This design comes from an exercise in tuning for small area, a short achievable clock period and few clock cycles on the open sky130 flow, not from production work.
The RTL was checked by simulation tests, not by an equivalence proof against the original design.

==> flow/design.v (excerpt) <==
module alu #(
    parameter INST_W = 4,
    parameter INT_W  = 6,
    parameter FRAC_W = 10,
    parameter DATA_W = INT_W + FRAC_W
)(
    input                      i_clk,
    input                      i_rst_n,
    input                      i_in_valid,
    output                     o_busy,
    input         [INST_W-1:0] i_inst,
    input  signed [DATA_W-1:0] i_data_a,
    input  signed [DATA_W-1:0] i_data_b,
    output                     o_out_valid,
    output        [DATA_W-1:0] o_data
);
reg        v0;
reg [3:0]  op0;
reg [15:0] a0, b0;
reg        busy_r;       
reg        busy_i;       
always @(posedge i_clk) begin
    op0 <= i_inst;
    b0  <= i_data_b;
    if (!busy_i) a0 <= i_data_a;
end
reg        s1_res;       
reg        s1_mac;       
reg        s1_sin;       
reg        s1_neg;       
reg  [2:0] row_cnt;      
reg  [3:0] t_cnt;        
reg        out_valid_r;
wire s0_res  = v0 && (op0 != 4'b1001);
wire s0_row  = v0 && (op0 == 4'b1001);
wire s0_last = s0_row && (row_cnt == 3'd7);
wire rows7   = s0_row ? (row_cnt == 3'd6) : (row_cnt == 3'd7);
wire mac0    = s0_res && (op0 == 4'b0010);
wire last_in = i_in_valid && rows7;
always @(posedge i_clk or negedge i_rst_n) begin
    if (!i_rst_n) begin
        v0          <= 1'b0;
        s1_res      <= 1'b0;
        s1_mac      <= 1'b0;
        row_cnt     <= 3'd0;
        t_cnt       <= 4'd0;
        busy_r      <= 1'b0;
        busy_i      <= 1'b0;
        out_valid_r <= 1'b0;
    end else begin
        v0          <= i_in_valid;
        s1_res      <= s0_res;
        s1_mac      <= mac0;
        if (s0_row) row_cnt <= row_cnt + 3'd1;
        if (last_in) t_cnt <= 4'd9;
        else if (t_cnt != 4'd0) t_cnt <= t_cnt + 4'd1;
        busy_r      <= last_in || (busy_r && (t_cnt != 4'd13));
        busy_i      <= last_in || (busy_i && (t_cnt != 4'd13));
        out_valid_r <= last_in || s1_res || t_cnt[3];
    end
end
always @(posedge i_clk) begin
    s1_sin <= (op0 == 4'b0011);
    s1_neg <= a0[11];
end
assign o_busy      = busy_r;
assign o_out_valid = out_valid_r;
  ...
Size in the first run: ~4400 cells after synthesis, roughly 250 flip-flops, ~57 I/O pins, roughly 0.030 mm^2 of cells after synthesis.
export LEC_CHECK = 0
export ABC_AREA = 1
export CAP_MARGIN = 20
export CORE_MARGIN = 2
export CORE_UTILIZATION = 40
export CTS_CLUSTER_DIAMETER = 200
export CTS_CLUSTER_SIZE = 22
export SLEW_MARGIN = 20
create_clock -name core_clock -period 27.0 [get_ports {i_clk}]
standard.sh (not shown) runs the stock make flow with config.mk's settings and CLKGATE_MAP_FILE= SYNTH_SCRIPT=/design/flow/synth_recipe.tcl, a recipe that flattens the netlist after the stock synthesis.
==> flow/flow/run.sh <==
#!/bin/bash
# The standard layout, with faster port buffers and timing repair aimed
# at a shorter period than the design's (the SDC itself is unchanged).
set -euo pipefail
bash standard.sh \
  BUFFER_PORTS_ARGS="-buffer_cell sky130_fd_sc_hd__buf_4" \
  SETUP_SLACK_MARGIN=20.5 \
  finish > standard.log 2>&1
The baseline went through all stages and came out clean.
Testbench counts at the start, summed over its fixed seeds: cycles 3,420.
Then changed:
Settings changed: CTS_CLUSTER_DIAMETER 200 to unset, CTS_CLUSTER_SIZE 22 to unset.
Outcome:
- area after synthesis does not change
- routed wire length came out higher by 0.49%
- final cell count climbs by 0.56%
- register-to-register slack loses 50 ps
- design area rose by 1.8%
- clock skew falls by 4.1 ps
- global-route usage came out higher by 0.11 points
- fmax shrinks by 0.62%
- worst hold slack gets worse by 3.1 ps


## old
Another version of the RTL of alu (not shown whole).
Size in the first run: roughly 250 flip-flops, roughly 57 I/O pins, about 29000 um2 of cells after synthesis.
export LEC_CHECK = 0
export ABC_AREA = 1
export CAP_MARGIN = 20
export CORE_MARGIN = 2
export CORE_UTILIZATION = 55
export CTS_CLUSTER_DIAMETER = 80
export CTS_CLUSTER_SIZE = 40
export SLEW_MARGIN = 20
create_clock -name core_clock -period 27.0 [get_ports {i_clk}]
Scripts as last shown in full above: flow/flow/run.sh
old: all stages complete, timing, DRC and antenna checks passed
Testbench counts of old, summed over its fixed seeds: cycles 3,586.
Setup changes, old to new
--- a/flow/config.mk
+++ b/flow/config.mk
@@ -11,3 +11 @@
-export CORE_UTILIZATION = 55
-export CTS_CLUSTER_DIAMETER = 80
-export CTS_CLUSTER_SIZE = 40
+export CORE_UTILIZATION = 40
Results
Final critical delay including setup and external delays: new vs old up 0.010 ns
Wire length on met1 grows by a few percent when moving from old to new.
new against old: hold slack closely matched the old numbers, core utilization of the finished layout decreased by 16 points relative to the old numbers, clock latency on the worst-skew pair closely matched the old numbers, worst setup slack decreased by 0.010 ns relative to the old numbers.


Setup of north:
alu, a different RTL version from the one above (not shown whole).
Size: roughly 4200 cells after synthesis, about 230 flip-flops, ~57 I/O pins, roughly 29000 um2 of cells after synthesis.
## alu
module alu #(
    parameter INST_W = 4,
    parameter INT_W  = 6,
    parameter FRAC_W = 10,
    parameter DATA_W = INT_W + FRAC_W
)(
    input                      i_clk,
    input                      i_rst_n,
    input                      i_in_valid,
    output                     o_busy,
    input         [INST_W-1:0] i_inst,
    input  signed [DATA_W-1:0] i_data_a,
    input  signed [DATA_W-1:0] i_data_b,
    output                     o_out_valid,
    output        [DATA_W-1:0] o_data
);
export LEC_CHECK = 0
export ABC_AREA = 1
export CAP_MARGIN = 20
export CORE_MARGIN = 2
export CORE_UTILIZATION = 50
export SLEW_MARGIN = 20
create_clock -name core_clock -period 27.0 [get_ports {i_clk}]
==> flow/flow/run.sh <==
#!/bin/bash
# The standard layout, with faster port buffers, timing repair aimed at
# a shorter period than the design's (the SDC itself is unchanged), and a
# clock tree built without dummy loads.
set -euo pipefail
bash standard.sh \
  BUFFER_PORTS_ARGS="-buffer_cell sky130_fd_sc_hd__buf_4" \
  SETUP_SLACK_MARGIN=20.5 \
  CTS_ARGS="-sink_clustering_enable -repair_clock_nets -dont_use_dummy_load" \
  finish > standard.log 2>&1
Testbench counts of north, summed over its fixed seeds: cycles 3,420.
Here is what was changed in the inputs of south compared with north.
# north
export LEC_CHECK = 0
export ABC_AREA = 1
export CAP_MARGIN = 20
export CORE_MARGIN = 2
export CORE_UTILIZATION = 50
export SLEW_MARGIN = 20
create_clock -name core_clock -period 27.0 [get_ports {i_clk}]
# south
export LEC_CHECK = 0
export ABC_AREA = 1
export CAP_MARGIN = 20
export CORE_MARGIN = 2
export CORE_UTILIZATION = 40
export SLEW_MARGIN = 20
create_clock -name core_clock -period 27.0 [get_ports {i_clk}]
Findings:
Comparing north with south, the clock insertion delay at the later pin of the skew report came out essentially unchanged. Routed metal-1 wire length grows by more than 10% when moving from north to south. Between south and north, the share of the clock period used by the worst path figures differ only marginally. south ends up with a detailed-route wire length that is about 0.44% higher than in north.
Modified inputs, east compared to south
# south
export LEC_CHECK = 0
export ABC_AREA = 1
export CAP_MARGIN = 20
export CORE_MARGIN = 2
export CORE_UTILIZATION = 40
export SLEW_MARGIN = 20
create_clock -name core_clock -period 27.0 [get_ports {i_clk}]
# east
export LEC_CHECK = 0
export ABC_AREA = 1
export CAP_MARGIN = 20
export CORE_MARGIN = 2
export CORE_UTILIZATION = 50
export SLEW_MARGIN = 20
create_clock -name core_clock -period 27.0 [get_ports {i_clk}]
==> flow/flow/run.sh <==
#!/bin/bash
# The standard layout, with faster port buffers, timing repair aimed at
# a shorter period than the design's (the SDC itself is unchanged), and a
# clock tree built without dummy loads and with smaller leaf buffers.
set -euo pipefail
bash standard.sh \
  BUFFER_PORTS_ARGS="-buffer_cell sky130_fd_sc_hd__buf_4" \
  SETUP_SLACK_MARGIN=20.5 \
  CTS_ARGS="-sink_clustering_enable -repair_clock_nets -dont_use_dummy_load -sink_clustering_buffer sky130_fd_sc_hd__clkbuf_8" \
  finish > standard.log 2>&1
### Flow results
Per the comparison of east with south, total inserted antenna cells went up 1; worst setup slack after placement now sits lower; fraction of area in non-clock buffers ~0 delta; proportion of cell area occupied by multi-input gates climbed 0.53 points.
east improves on south in clock period minus worst slack.
The run showing the smaller count of clock-net buffers in the final layout is south.
The inputs of west differ from those of east as listed below.
diff --git a/flow/flow/run.sh b/flow/flow/run.sh
--- a/flow/flow/run.sh
+++ b/flow/flow/run.sh
@@ -5,5 +5,5 @@
 set -euo pipefail
 bash standard.sh \
-  BUFFER_PORTS_ARGS="-buffer_cell sky130_fd_sc_hd__buf_4" \
+  BUFFER_PORTS_ARGS="-buffer_cell sky130_fd_sc_hd__buf_2" \
   SETUP_SLACK_MARGIN=20.5 \
   CTS_ARGS="-sink_clustering_enable -repair_clock_nets -dont_use_dummy_load -sink_clustering_buffer sky130_fd_sc_hd__clkbuf_8" \
Notes after the runs:
Run comparison: east worst-path cell with the longest stage delay sky130_fd_sc_hd__dfrtp_1; west worst-path cell with the longest stage delay sky130_fd_sc_hd__dfxtp_1
Sort west and east by detailed-route vias per instance desc -> top: east
Of west and east, the run reporting the lower depth of the worst register-to-register path was east.
Worst setup slack, west and east: smaller value in east
east → west: number of clock buffers in the layout went down by 1, count of flip-flops with a built-in enable after synthesis about even.
west vs east, worst hold slack after final layout went up by 42 ps.

-- static timing again, ports no longer ideal --
The flow's constraints put no driver on any port. The routed layouts listed below were extracted and timed again, unchanged, in two steps.
Step 1: set_driving_cell puts a clkbuf_16 on i_clk and a buf_2 on each other input, an assumption about the parent block.
Step 2 moves the port delays by t, midway between the first and last clock arrival at a register: inputs arrive t later, outputs are due t later. That takes back most of the time a late clock gives input paths.
Slacks: ideal / step 1 / step 2; pairs: ideal / step 1.
| run | t (ns) | setup WS [ns] | slew at the worst register clock pin (ns) | worst data-port slew with drivers (ns) | cell pins on the clock port's net |
|---|---|---|---|---|---|
| the first run of note 1 | 0.593 | 20.533 / 20.460 / 20.190 | 0.10 / 0.10 | 0.08 | 1 |
| the second run of note 1 | 0.663 | 20.492 / 20.427 / 20.167 | 0.08 / 0.08 | 0.08 | 1 |
| old | 0.619 | 20.481 / 20.415 / 20.748 | 0.12 / 0.12 | 0.08 | 1 |
| new | 0.645 | 20.470 / 20.407 / 20.742 | 0.07 / 0.07 | 0.06 | 1 |
| north | 0.607 | 20.489 / 20.431 / 20.288 | 0.06 / 0.06 | 0.13 | 1 |
| south | 0.606 | 20.495 / 20.433 / 20.158 | 0.06 / 0.06 | 0.06 | 1 |
| east | 0.564 | 20.505 / 20.449 / 20.354 | 0.06 / 0.06 | 0.11 | 1 |
| west | 0.566 | 20.535 / 20.478 / 20.375 | 0.06 / 0.06 | 0.10 | 1 |
After both steps every run listed still meets setup and hold. The setup slack of the first run of note 1, which loses most, moves by -0.073 ns with the drivers and by -0.343 ns with both steps.
